From an optimization exercise on the open Yosys and OpenROAD flow, aimed at small area; shortcuts taken in it are not production practice.
At most, simulation tests tie the RTL to the original design; equivalence was not proved.
Power figures rest on the tool's default switching activity, not on a simulated workload.

==> exp/maple: inputs <==
Design core, start of the top module:
module core(
  clock, extReset,
  extTriggerIn,
  opcode, config_data, execute, indata, outputBusy,
  sampleReady50, outputSend, stableInput,
  memoryWrData, memoryRead, memoryWrite, memoryLastWrite,
  extTriggerOut, armLED,
  triggerLED, wrFlags, extTestMode);
input clock;
input extReset;
input [7:0] opcode;
input [31:0] config_data;
input execute;
input [31:0] indata;
input outputBusy;
input extTriggerIn;
output sampleReady50;
output outputSend;
output [31:0] stableInput;
output [31:0] memoryWrData;
output memoryRead;
output memoryWrite;
output memoryLastWrite;
output extTriggerOut;
output armLED;
output triggerLED;
output wrFlags;
output extTestMode;
reg resetCmd;
reg dec_trig;      
reg dec_long;      
reg dec_short;     
reg [3:0] dec_lo;
always @(posedge clock)
begin
  resetCmd <= execute & (opcode == 8'h00);
  dec_trig <= execute & (opcode[7:4] == 4'hC);
  dec_long <= execute & (opcode[7:3] == 5'b10000);
  dec_short <= execute & (opcode[7:3] == 5'b00000);
  dec_lo <= opcode[3:0];
end
wire arm_basic = dec_short & (dec_lo[2:0] == 3'd1);
wire finish_now = dec_short & (dec_lo[2:0] == 3'd5);
wire wrDivider = dec_long & (dec_lo[2:0] == 3'd0);
wire wrsize = dec_long & (dec_lo[2:0] == 3'd1);
assign wrFlags = dec_long & (dec_lo[2:0] == 3'd2);
wire wrfwd = dec_long & (dec_lo[2:0] == 3'd3);
wire wrbwd = dec_long & (dec_lo[2:0] == 3'd4);
wire [3:0] wrtrigmask, wrtrigval, wrtrigcfg, wrtrigedge;
genvar gs;
generate
  for (gs = 0; gs < 4; gs = gs + 1)
    begin : dec
      assign wrtrigmask[gs] = dec_trig & (dec_lo == 4*gs+0);
      assign wrtrigval[gs] = dec_trig & (dec_lo == 4*gs+1);
      assign wrtrigcfg[gs] = dec_trig & (dec_lo == 4*gs+2);
      assign wrtrigedge[gs] = dec_trig & (dec_lo == 4*gs+3);
    end
endgenerate
wire arm = arm_basic;
wire reset = extReset | resetCmd;
reg [3:0] reset_reg;
always @(posedge clock or posedge reset)
begin
  if (reset) reset_reg <= 4'hF;
  else reset_reg <= {reset_reg[2:0], 1'b0};
end
wire reset_core = reset_reg[3];
reg [15:0] flags_reg;
always @(posedge clock)
begin
  if (wrFlags) flags_reg <= config_data[15:0];
  if (finish_now) flags_reg[8] <= 1'b0;
end
wire demux_mode = flags_reg[0];
wire filter_mode = flags_reg[1];
wire [3:0] disabledGroups = flags_reg[5:2];
wire extClock_mode = flags_reg[6];
wire falling_edge = flags_reg[7];
wire rleEnable = flags_reg[8];
  ...
export LEC_CHECK = 0
export CAP_MARGIN = 20
export CORE_MARGIN = 2
export CORE_UTILIZATION = 65
export SLEW_MARGIN = 20
export CTS_ARGS = -sink_clustering_enable -repair_clock_nets -dont_use_dummy_load -buf_list sky130_fd_sc_hd__clkbuf_8 -sink_clustering_size 16 -sink_clustering_max_diameter 60
export BUFFER_PORTS_ARGS = -buffer_cell sky130_fd_sc_hd__buf_1
create_clock -name core_clock -period 6.0 [get_ports {clock}]
standard.sh (not shown) runs the stock make flow with config.mk's settings and CLKGATE_MAP_FILE= SYNTH_SCRIPT=/design/flow/synth_recipe.tcl, a recipe that flattens the netlist after the stock synthesis.
==> flow/flow/run.sh <==
#!/bin/bash
set -e
cat >> config.mk <<'EOF'
export CTS_ARGS = -sink_clustering_enable -repair_clock_nets -dont_use_dummy_load -buf_list sky130_fd_sc_hd__clkbuf_8 -sink_clustering_size 16 -sink_clustering_max_diameter 60
export BUFFER_PORTS_ARGS = -buffer_cell sky130_fd_sc_hd__buf_1
EOF
rm -rf scripts_local
cp -r "$FLOW_HOME/scripts" scripts_local
cp flow/abc_speed.script scripts_local/abc_speed.script
bash standard.sh SCRIPTS_DIR="$PWD/scripts_local" > standard.log 2>&1
==> flow/flow/abc_speed.script <==
&get -n
&st
&dch
&nf -p -R 1000
&st
&syn2
&if -g -K 6
&synch2
&nf -p -R 1000
&st
&syn2
&if -g -K 6
&synch2
&nf -p -R 1000
&st
&syn2
&if -g -K 6
&synch2
&nf -p -R 1000
&st
&syn2
&if -g -K 6
&synch2
&nf -p -R 1000
&st
&syn2
&if -g -K 6
&synch2
&nf -p -R 1000
&put
&get -n
&st
&dch
&nf -p -R 1000 -a
&put
topo
dnsize -c
stime -c
==> inputs of exp/fjord, as changes to exp/maple <==
--- a/flow/design.v
+++ b/flow/design.v
@@ -48,29 +48,35 @@
 always @(posedge clock)
   validIn_dlyd <= ~wrConfig & (validIn | validIn_dlyd);
 wire [31:0] value = valueRegister & {32{vv}};
 wire [31:0] edgeSel = edgeRegister & {32{~cfgSerial & ev}};
 wire [31:0] testValue = cfgSerial ? shiftRegister : dataIn;
 wire [31:0] eq = ~(testValue ^ value);
-wire [31:0] prevOk = {32{validIn_dlyd}} & (rise ^ value);
+wire [31:0] prevOk = {32{validIn_dlyd}} & rise;
 wire [31:0] bitMatch = ~maskRegister | (eq & (~edgeSel | prevOk));
 wire matchL16 = ~mv | (&bitMatch[15:0]);
 wire matchH16 = ~mv | (&bitMatch[31:16]);
 always @(posedge clock)
   match32Register <= demux_mode ? (matchL16 | matchH16) : (matchL16 & matchH16);
 wire serialChannelL16 = dataIn[{1'b0,cfgChannel[3:0]}];
 wire serialChannelH16 = dataIn[{1'b1,cfgChannel[3:0]}];
-always @(posedge clock)
-  if (validIn)
-    if (demux_mode)
-      shiftRegister <= {shiftRegister[29:0],serialChannelH16,serialChannelL16};
-    else shiftRegister <= {shiftRegister[30:0], (cfgChannel[4]) ? serialChannelH16 : serialChannelL16};
+wire shHold = ~validIn;
+wire shTwo = validIn & demux_mode;
+wire shOne = validIn & ~demux_mode;
+always @(posedge clock)
+  shiftRegister <= ({32{shHold}} & shiftRegister) |
+                   ({32{shTwo}} & {shiftRegister[29:0], serialChannelH16, serialChannelL16}) |
+                   ({32{shOne}} & {shiftRegister[30:0], (cfgChannel[4]) ? serialChannelH16 : serialChannelL16});
 localparam [1:0] OFF = 2'h0, ARMED = 2'h1, MATCHED = 2'h2;
+wire [15:0] borrow = {~|counter[14:0], ~|counter[13:0], ~|counter[12:0], ~|counter[11:0],
+                      ~|counter[10:0], ~|counter[9:0], ~|counter[8:0], ~|counter[7:0],
+                      ~|counter[6:0], ~|counter[5:0], ~|counter[4:0], ~|counter[3:0],
+                      ~|counter[2:0], ~|counter[1:0], ~counter[0], 1'b1};
+wire countDown = (state == MATCHED) & validIn;
 always @(posedge clock)
-  if (state == ARMED) counter <= cfgDelay;
-  else if (state == MATCHED && validIn) counter <= counter - 1'b1;
+  counter <= (state == ARMED) ? cfgDelay : counter ^ (borrow & {16{countDown}});
 always @(posedge clock or posedge reset)
   if (reset) begin
     state <= OFF;
     match <= 1'b0;
     run <= 1'b0;
   end else begin
@@ -251,21 +257,25 @@
 reg sample_valid;
 reg [31:0] sample_data;
 reg sampleReady50;
 reg [23:0] divider;
 reg [23:0] scounter;
 wire scounter_zero = ~|scounter;
+reg [23:0] sborrow;
+integer k;
+always @*
+begin
+  sborrow[0] = 1'b1;
+  for (k = 1; k < 24; k = k + 1) sborrow[k] = sborrow[k-1] & ~scounter[k-1];
+end
 always @(posedge clock)
 begin
-  if (wrDivider) begin
-    divider <= config_data[23:0];
-    scounter <= config_data[23:0];
-  end else if (stableValid) begin
-    if (scounter_zero) scounter <= divider;
-    else scounter <= scounter - 1'b1;
-  end
+  if (wrDivider) divider <= config_data[23:0];
+  if (wrDivider) scounter <= config_data[23:0];
+  else if (stableValid & scounter_zero) scounter <= divider;
+  else scounter <= scounter ^ (sborrow & {24{stableValid}});
   sample_valid <= ~wrDivider & (extClock_mode ? stableValid : (stableValid & scounter_zero));
   if (extClock_mode | (stableValid & scounter_zero)) sample_data <= stableInput;
   if (wrDivider) sampleReady50 <= 1'b0;
   else if (scounter_zero) sampleReady50 <= 1'b1;
   else if (scounter == {1'b0, divider[23:1]}) sampleReady50 <= 1'b0;
 end
@@ -279,13 +289,13 @@
 assign run_basic = |stageRun;
 generate
   for (gs = 0; gs < 4; gs = gs + 1)
     begin : st
       stage stage (
         .clock(clock), .reset(reset_core), .dataIn(sample_data),
-        .rise(last_sample), .fall(fall), .validIn(sample_valid),
+        .rise(sample_data ^ last_sample), .fall(fall), .validIn(sample_valid),
         .wrMask(wrtrigmask[gs]), .wrValue(wrtrigval[gs]), .wrEdge(wrtrigedge[gs]),
         .wrConfig(wrtrigcfg[gs]), .config_data(config_data),
         .arm(arm_basic), .level(levelReg), .demux_mode(demux_mode),
         .run(stageRun[gs]), .match(stageMatch[gs]));
     end
 endgenerate
@@ -379,12 +389,23 @@
     default : data_mask <= demux_mode ? 31'h7FFF7FFF : 31'h7FFFFFFF;
   endcase
 end
 wire rle_emit = ractive & aligned_data_valid & last_valid &
                 (~rleEnable | mismatch | demux_mismatch | count_full);
 wire rle_inc = ractive & aligned_data_valid & last_valid & ~rle_emit;
+wire rle_keep1 = ~(mismatch | demux_mismatch | ~rle_mode[1] | (~rle_mode[0] & fieldcount[8]));
+reg [30:0] ccarry;
+reg [8:0] fcarry;
+integer kr;
+always @*
+begin
+  ccarry[0] = 1'b1;
+  for (kr = 1; kr < 31; kr = kr + 1) ccarry[kr] = ccarry[kr-1] & count[kr-1];
+  fcarry[0] = 1'b1;
+  for (kr = 1; kr < 9; kr = kr + 1) fcarry[kr] = fcarry[kr-1] & fieldcount[kr-1];
+end
 always @(posedge clock or posedge reset_core)
 begin
   if (reset_core) begin
     ractive <= 1'b0;
     mask_flag <= 1'b0;
   end else begin
@@ -405,30 +426,18 @@
       2'h2 : rle_data <= {8'd0, 1'b1, count[22:0]};
       default : rle_data <= {1'b1, count};
     endcase
   end else
     rle_data <= mask_flag ? {1'b0, masked_dataIn} : aligned_data;
   rle_data_valid <= ractive ? (rle_emit | (rle_inc & count_zero)) : aligned_data_valid;
-  if (!ractive) begin
-    count <= 31'd0;
-    fieldcount <= 9'd0;
-    track <= 2'd0;
-  end else if (rle_emit) begin
-    fieldcount <= fieldcount + 1'b1;
-    if (mismatch || demux_mismatch || ~rle_mode[1] || (~rle_mode[0] & fieldcount[8])) begin
-      count <= 31'd0;
-      track <= 2'd0;
-    end else begin
-      count <= 31'd1;
-      track <= 2'd1;
-    end
-  end else if (rle_inc) begin
-    count <= count + 1'b1;
-    if (count_zero) fieldcount <= 9'd0;
-    track <= {|track, 1'b1};
-  end
+  if (!ractive) track <= 2'd0;
+  else if (rle_emit) track <= {1'b0, rle_keep1};
+  else if (rle_inc) track <= {|track, 1'b1};
+  if (~ractive | rle_emit) count <= {30'd0, rle_emit & rle_keep1};
+  else count <= count ^ (ccarry & {31{rle_inc}});
+  fieldcount <= {9{~(~ractive | (rle_inc & count_zero))}} & (fieldcount ^ (fcarry & {9{rle_emit}}));
 end
 reg [1:0] dly_arm_reg;
 reg dly_run;
 always @(posedge clock or posedge reset_core)
 begin
   if (reset_core) begin
@@ -444,22 +453,20 @@
 reg outputSend;
 reg memoryRead, memoryWrite, memoryLastWrite;
 reg [27:0] ccounter;
 reg [31:0] memoryWrData;
 reg [2:0] state;
 localparam [2:0] IDLE = 3'h0, SAMPLE = 3'h1, DELAY = 3'h2, READ = 3'h3, READWAIT = 3'h4;
+wire ccounter_hit = (ccounter == {(state == READ) ? bwd : fwd, 2'b11});
 always @(posedge clock) memoryWrData <= rle_data;
 always @(posedge clock)
 begin
-  if (wrsize) begin
-    fwd <= {10'd0, config_data[31:16]};
-    bwd <= {10'd0, config_data[15:0]};
-  end else if (wrfwd)
-    fwd <= config_data[25:0];
-  else if (wrbwd)
-    bwd <= config_data[25:0];
+  fwd <= ({26{~(wrsize | wrfwd)}} & fwd) | ({26{wrsize}} & {10'd0, config_data[31:16]}) |
+         ({26{wrfwd}} & config_data[25:0]);
+  if (wrsize | wrbwd) bwd[15:0] <= config_data[15:0];
+  bwd[25:16] <= ({10{~(wrsize | wrbwd)}} & bwd[25:16]) | ({10{wrbwd}} & config_data[25:16]);
 end
 always @(posedge clock or posedge reset_core)
 begin
   if (reset_core) begin
     state <= IDLE;
     memoryWrite <= 1'b0;
@@ -479,39 +486,37 @@
         memoryWrite <= rle_data_valid;
         if (dly_run) state <= DELAY;
       end
       DELAY :
         if (rle_data_valid) begin
           memoryWrite <= 1'b1;
-          if (ccounter == {fwd,2'b11}) begin
+          if (ccounter_hit) begin
             memoryLastWrite <= 1'b1;
             state <= READ;
           end
         end
       READ : begin
         memoryRead <= 1'b1;
-        if (ccounter == {bwd,2'b11}) state <= IDLE;
+        if (ccounter_hit) state <= IDLE;
         else state <= READWAIT;
       end
       READWAIT :
         if (!outputBusy && !outputSend) state <= READ;
       default : ;
     endcase
   end
 end
+wire cc_en = ((state == DELAY) & rle_data_valid) | (state == READ);
+wire cc_clr = (state == IDLE) | (state == SAMPLE) | (cc_en & ccounter_hit);
+reg [27:0] cccarry;
+integer kc;
+always @*
+begin
+  cccarry[0] = 1'b1;
+  for (kc = 1; kc < 28; kc = kc + 1) cccarry[kc] = cccarry[kc-1] & ccounter[kc-1];
+end
 always @(posedge clock)
 begin
   outputSend <= (state == READ);
-  case (state)
-    IDLE, SAMPLE : ccounter <= 28'd0;
-    DELAY :
-      if (rle_data_valid) begin
-        if (ccounter == {fwd,2'b11}) ccounter <= 28'd0;
-        else ccounter <= ccounter + 1'b1;
-      end
-    READ :
-      if (ccounter == {bwd,2'b11}) ccounter <= 28'd0;
-      else ccounter <= ccounter + 1'b1;
-    default : ;
-  endcase
+  ccounter <= {28{~cc_clr}} & (ccounter ^ (cccarry & {28{cc_en}}));
 end
 endmodule
==> flow/flow/abc_speed.script (replaced) <==
&get -n
&st
&dch
&nf -p -R 1000 -a
&st
&syn2
&if -g -K 6
&synch2
&nf -p -R 1000 -a
&st
&dch
&nf -p -R 1000 -a
&put
topo
dnsize -c
stime -c
- CORE_UTILIZATION: 65 -> 78
==> inputs of exp/amber, as changes to exp/maple <==
--- a/flow/design.v
+++ b/flow/design.v
@@ -47,15 +47,14 @@
 wire [15:0] cfgDelay = configRegister[15:0] & {16{cv}};
 always @(posedge clock)
   validIn_dlyd <= ~wrConfig & (validIn | validIn_dlyd);
 wire [31:0] value = valueRegister & {32{vv}};
 wire [31:0] edgeSel = edgeRegister & {32{~cfgSerial & ev}};
 wire [31:0] testValue = cfgSerial ? shiftRegister : dataIn;
-wire [31:0] eq = ~(testValue ^ value);
-wire [31:0] prevOk = {32{validIn_dlyd}} & (rise ^ value);
-wire [31:0] bitMatch = ~maskRegister | (eq & (~edgeSel | prevOk));
+wire [31:0] edgeMatch = {32{validIn_dlyd}} & ((value & rise) | (~value & fall));
+wire [31:0] bitMatch = ~maskRegister | (edgeSel & edgeMatch) | (~edgeSel & ~(testValue ^ value));
 wire matchL16 = ~mv | (&bitMatch[15:0]);
 wire matchH16 = ~mv | (&bitMatch[31:16]);
 always @(posedge clock)
   match32Register <= demux_mode ? (matchL16 | matchH16) : (matchL16 & matchH16);
 wire serialChannelL16 = dataIn[{1'b0,cfgChannel[3:0]}];
 wire serialChannelH16 = dataIn[{1'b1,cfgChannel[3:0]}];
@@ -194,53 +193,50 @@
 begin
   if (reset) armLED <= 1'b0;
   else if (arm) armLED <= 1'b1;
   else if (run) armLED <= 1'b0;
 end
 reg sampled_intTestMode, sampled_numberScheme, dly_intTestMode;
-reg [31:0] sync_indata;
-reg [31:0] dly_itm180;
-reg cnt_clear;
-reg [7:0] cnt1;
+reg [31:0] sync_indata, dly_sync_indata;
+reg [7:0] testcount, cnt1, cnt2;
 reg [31:0] filtered;
 reg [1:0] select;
 reg [31:0] selectdata;
 wire [31:0] cnt1w = {cnt1[3],cnt1[2],cnt1[1],cnt1[0],cnt1[7],cnt1[6],cnt1[5],cnt1[4],
                      cnt1[3],cnt1[2],cnt1[1],cnt1[0],cnt1[4],cnt1[5],cnt1[6],cnt1[7],
                      cnt1[0],cnt1[1],cnt1[2],cnt1[3],cnt1[4],cnt1[5],cnt1[6],cnt1[7],
                      cnt1};
+wire [31:0] cnt2w = {cnt2[3],cnt2[2],cnt2[1],cnt2[0],cnt2[7],cnt2[6],cnt2[5],cnt2[4],
+                     cnt2[3],cnt2[2],cnt2[1],cnt2[0],cnt2[4],cnt2[5],cnt2[6],cnt2[7],
+                     cnt2[0],cnt2[1],cnt2[2],cnt2[3],cnt2[4],cnt2[5],cnt2[6],cnt2[7],
+                     cnt2};
 wire [31:0] itm_indata = sampled_intTestMode ? cnt1w : sync_indata;
 wire [31:0] itm_indata180 = sampled_intTestMode ? ~cnt1w : sync_indata;
-wire s00 = (select == 2'b00), s01 = (select == 2'b01);
-wire s10 = (select == 2'b10), s11 = (select == 2'b11);
-wire s0x = ~select[1];
-wire dN = s10 & sampled_numberScheme, dL = s10 & ~sampled_numberScheme;
-wire T = sampled_intTestMode;
-wire aLo = ~T & (s0x | dL);      
-wire aHi = ~T & (s0x | dN);      
-wire [31:0] cLo = {32{T}} & (({32{s00}} & cnt1w) | ({32{s01}} & ~cnt1w) | ({32{dL}} & cnt1w));
-wire [31:0] cHi = {32{T}} & (({32{s00}} & cnt1w) | ({32{s01}} & ~cnt1w) | ({32{dN}} & cnt1w));
-wire [31:0] next_selectdata;
-assign next_selectdata[15:0] = ({16{aLo}} & sync_indata[15:0]) | cLo[15:0] |
-                               ({16{dN}} & dly_itm180[31:16]) | ({16{s11}} & filtered[15:0]);
-assign next_selectdata[31:16] = ({16{aHi}} & sync_indata[31:16]) | cHi[31:16] |
-                                ({16{dL}} & dly_itm180[15:0]) | ({16{s11}} & filtered[31:16]);
+wire [31:0] dly_itm180 = dly_intTestMode ? ~cnt2w : dly_sync_indata;
+wire [31:0] demux_indata = sampled_numberScheme ?
+  {itm_indata[31:16], dly_itm180[31:16]} : {dly_itm180[15:0], itm_indata[15:0]};
 always @(posedge clock)
 begin
   sampled_intTestMode <= intTestMode;
   sampled_numberScheme <= numberScheme;
   dly_intTestMode <= sampled_intTestMode;
   sync_indata <= indata;
-  dly_itm180 <= itm_indata180;
-  cnt_clear <= reset_core;
-  cnt1 <= cnt_clear ? 8'h00 : cnt1 + 1'b1;
-  filtered <= dly_itm180 & (filtered | itm_indata | {32{~dly_intTestMode}});
+  dly_sync_indata <= sync_indata;
+  testcount <= reset_core ? 8'h00 : testcount + 1'b1;
+  cnt1 <= testcount;
+  cnt2 <= cnt1;
+  filtered <= dly_intTestMode ? ((filtered | itm_indata) & ~cnt2w) : dly_sync_indata;
   if (demux_mode) select <= 2'b10;
   else if (filter_mode) select <= 2'b11;
   else select <= {1'b0, falling_edge};
-  selectdata <= next_selectdata;
+  case (select)
+    2'b00 : selectdata <= itm_indata;
+    2'b01 : selectdata <= itm_indata180;
+    2'b10 : selectdata <= demux_indata;
+    2'b11 : selectdata <= filtered;
+  endcase
 end
 wire [31:0] syncedInput = sampled_numberScheme ? {selectdata[15:0],selectdata[31:16]} : selectdata;
 reg [31:0] stableInput;
 reg stableValid;
 always @(posedge clock) stableInput <= syncedInput;
 always @(posedge clock or posedge reset_core)
@@ -279,13 +275,13 @@
 assign run_basic = |stageRun;
 generate
   for (gs = 0; gs < 4; gs = gs + 1)
     begin : st
       stage stage (
         .clock(clock), .reset(reset_core), .dataIn(sample_data),
-        .rise(last_sample), .fall(fall), .validIn(sample_valid),
+        .rise(rise), .fall(fall), .validIn(sample_valid),
         .wrMask(wrtrigmask[gs]), .wrValue(wrtrigval[gs]), .wrEdge(wrtrigedge[gs]),
         .wrConfig(wrtrigcfg[gs]), .config_data(config_data),
         .arm(arm_basic), .level(levelReg), .demux_mode(demux_mode),
         .run(stageRun[gs]), .match(stageMatch[gs]));
     end
 endgenerate
==> flow/run.sh (new file) <==
#!/bin/bash
# synth_recipe.tcl (not shown) runs the flow's synth.tcl, then flattens the netlist and writes it again
# the make line also repeats each setting of config.mk as NAME=value (left out here)
make -C /OpenROAD-flow-scripts/flow DESIGN_CONFIG=/design/flow/config.mk WORK_HOME=/design/flow/orfs CLKGATE_MAP_FILE= SYNTH_SCRIPT=/design/flow/synth_recipe.tcl finish
- BUFFER_PORTS_ARGS: -buffer_cell sky130_fd_sc_hd__buf_1 -> not set
- CORE_UTILIZATION: 65 -> 40
- CTS_ARGS: -sink_clustering_enable -repair_clock_nets -dont_use_dummy_load -buf_list sky130_fd_sc_hd__clkbuf_8 -sink_clustering_size 16 -sink_clustering_max_diameter 60 -> not set
- CTS_BUF_LIST: not set -> sky130_fd_sc_hd__clkbuf_4
removed: flow/flow/run.sh
removed: flow/flow/abc_speed.script
removed: flow/standard.sh
==> inputs of exp/onyx, as changes to exp/maple <==
--- a/flow/design.v
+++ b/flow/design.v
@@ -48,13 +48,13 @@
 always @(posedge clock)
   validIn_dlyd <= ~wrConfig & (validIn | validIn_dlyd);
 wire [31:0] value = valueRegister & {32{vv}};
 wire [31:0] edgeSel = edgeRegister & {32{~cfgSerial & ev}};
 wire [31:0] testValue = cfgSerial ? shiftRegister : dataIn;
 wire [31:0] eq = ~(testValue ^ value);
-wire [31:0] prevOk = {32{validIn_dlyd}} & (rise ^ value);
+wire [31:0] prevOk = {32{validIn_dlyd}} & rise;
 wire [31:0] bitMatch = ~maskRegister | (eq & (~edgeSel | prevOk));
 wire matchL16 = ~mv | (&bitMatch[15:0]);
 wire matchH16 = ~mv | (&bitMatch[31:16]);
 always @(posedge clock)
   match32Register <= demux_mode ? (matchL16 | matchH16) : (matchL16 & matchH16);
 wire serialChannelL16 = dataIn[{1'b0,cfgChannel[3:0]}];
@@ -279,13 +279,13 @@
 assign run_basic = |stageRun;
 generate
   for (gs = 0; gs < 4; gs = gs + 1)
     begin : st
       stage stage (
         .clock(clock), .reset(reset_core), .dataIn(sample_data),
-        .rise(last_sample), .fall(fall), .validIn(sample_valid),
+        .rise(sample_data ^ last_sample), .fall(fall), .validIn(sample_valid),
         .wrMask(wrtrigmask[gs]), .wrValue(wrtrigval[gs]), .wrEdge(wrtrigedge[gs]),
         .wrConfig(wrtrigcfg[gs]), .config_data(config_data),
         .arm(arm_basic), .level(levelReg), .demux_mode(demux_mode),
         .run(stageRun[gs]), .match(stageMatch[gs]));
     end
 endgenerate
==> comparison table <==
| item | exp/onyx | exp/maple | exp/fjord | exp/amber |
|---|---|---|---|---|
| Run status | no timing/DRC/antenna violations | no timing/DRC/antenna violations | no timing/DRC/antenna violations | no timing/DRC/antenna violations |
| Reg-to-reg setup timing slack | 1580 ps | 2370 ps | 1640 ps | 2210 ps |
| Clk pwr | 4360 uW | 4410 uW | 4230 uW | 8340 uW |
| Critical path buffers and inverters | 0 | 1 | 1 | 1 |
| Highest-delay cell along the critical path | sky130_fd_sc_hd__a21oi_1 | sky130_fd_sc_hd__dfxtp_1 | sky130_fd_sc_hd__nor2b_4 | sky130_fd_sc_hd__dfxtp_1 |
| Final sequential cell count | 1380 | 1380 | 1380 | 1395 |
| DRT iter0 DRCs | 5002 | 4999 | 5904 | 4495 |
| Final Util | 0.706 | 0.707 | 0.846 | 0.462 |
| Antenna violations before repair | 7 | 10 | 5 | 13 |
| Reg-to-reg endpoint | fieldcount[5] | rle_data[21] | ccounter[2] | st[2].stage.match32Register |
| Worst reg2reg startpoint | aligned_data[14] | data_mask[29] | state[2] | st[2].stage.ev |
| DP Cell Count | 5598 | 5673 | 5701 | 7051 |
| Vias in the first global route | 34600 | 34800 | 37900 | 42400 |
| Switching power as a share of total power | 0.241 | 0.255 | 0.241 | 0.267 |
| Detailed-route wire length per cell | 26.7 um | 26.0 um | 25.7 um | 24.6 um |
| Drt total wl | 152 mm | 151 mm | 149 mm | 191 mm |
| TritonCTS Buffers | 104 | 106 | 98 | 379 |
| Crit-path max FO | 30 | 40 | 30 | 16 |
| Clock distribution area overhead in the final layout | 0.0239 | 0.0242 | 0.0237 | 0.0677 |
| Routed metal-1 wirelength | 62.5 mm | 62.2 mm | 53.3 mm | 78.4 mm |
Function not checked in exp/amber: the RTL went through the layout flow alone.

## what the ideal ports hide
In the flow no input, the clock included, has a driving cell. The finished layouts below were timed again as built, in two steps.
Step 1 sets driving cells, clkbuf_16 on the clock port and buf_2 on the other inputs (assumed; they add their load-dependent delay and slew).
Step 2 times the ports against the registers' clock, not the clock port: input delays grow and output delays shrink by t, the midpoint of the rising clock arrivals with the driver on.
Three values: ideal, step 1, step 2; two values: the first two.
run	t, ns	slack for setup (ns)	slew at the worst register clock pin (ns)	cell pins on the clock port's net
exp/maple	0.839	2.371 / 2.371 / 2.371	0.11 / 0.11	1
exp/fjord	0.820	1.637 / 1.637 / 1.637	0.11 / 0.11	1
exp/amber	1.369	1.528 / 1.461 / 2.209	0.09 / 0.09	1
exp/onyx	0.837	1.576 / 1.576 / 1.576	0.11 / 0.11	1
After both steps setup and hold are still met in every run listed.
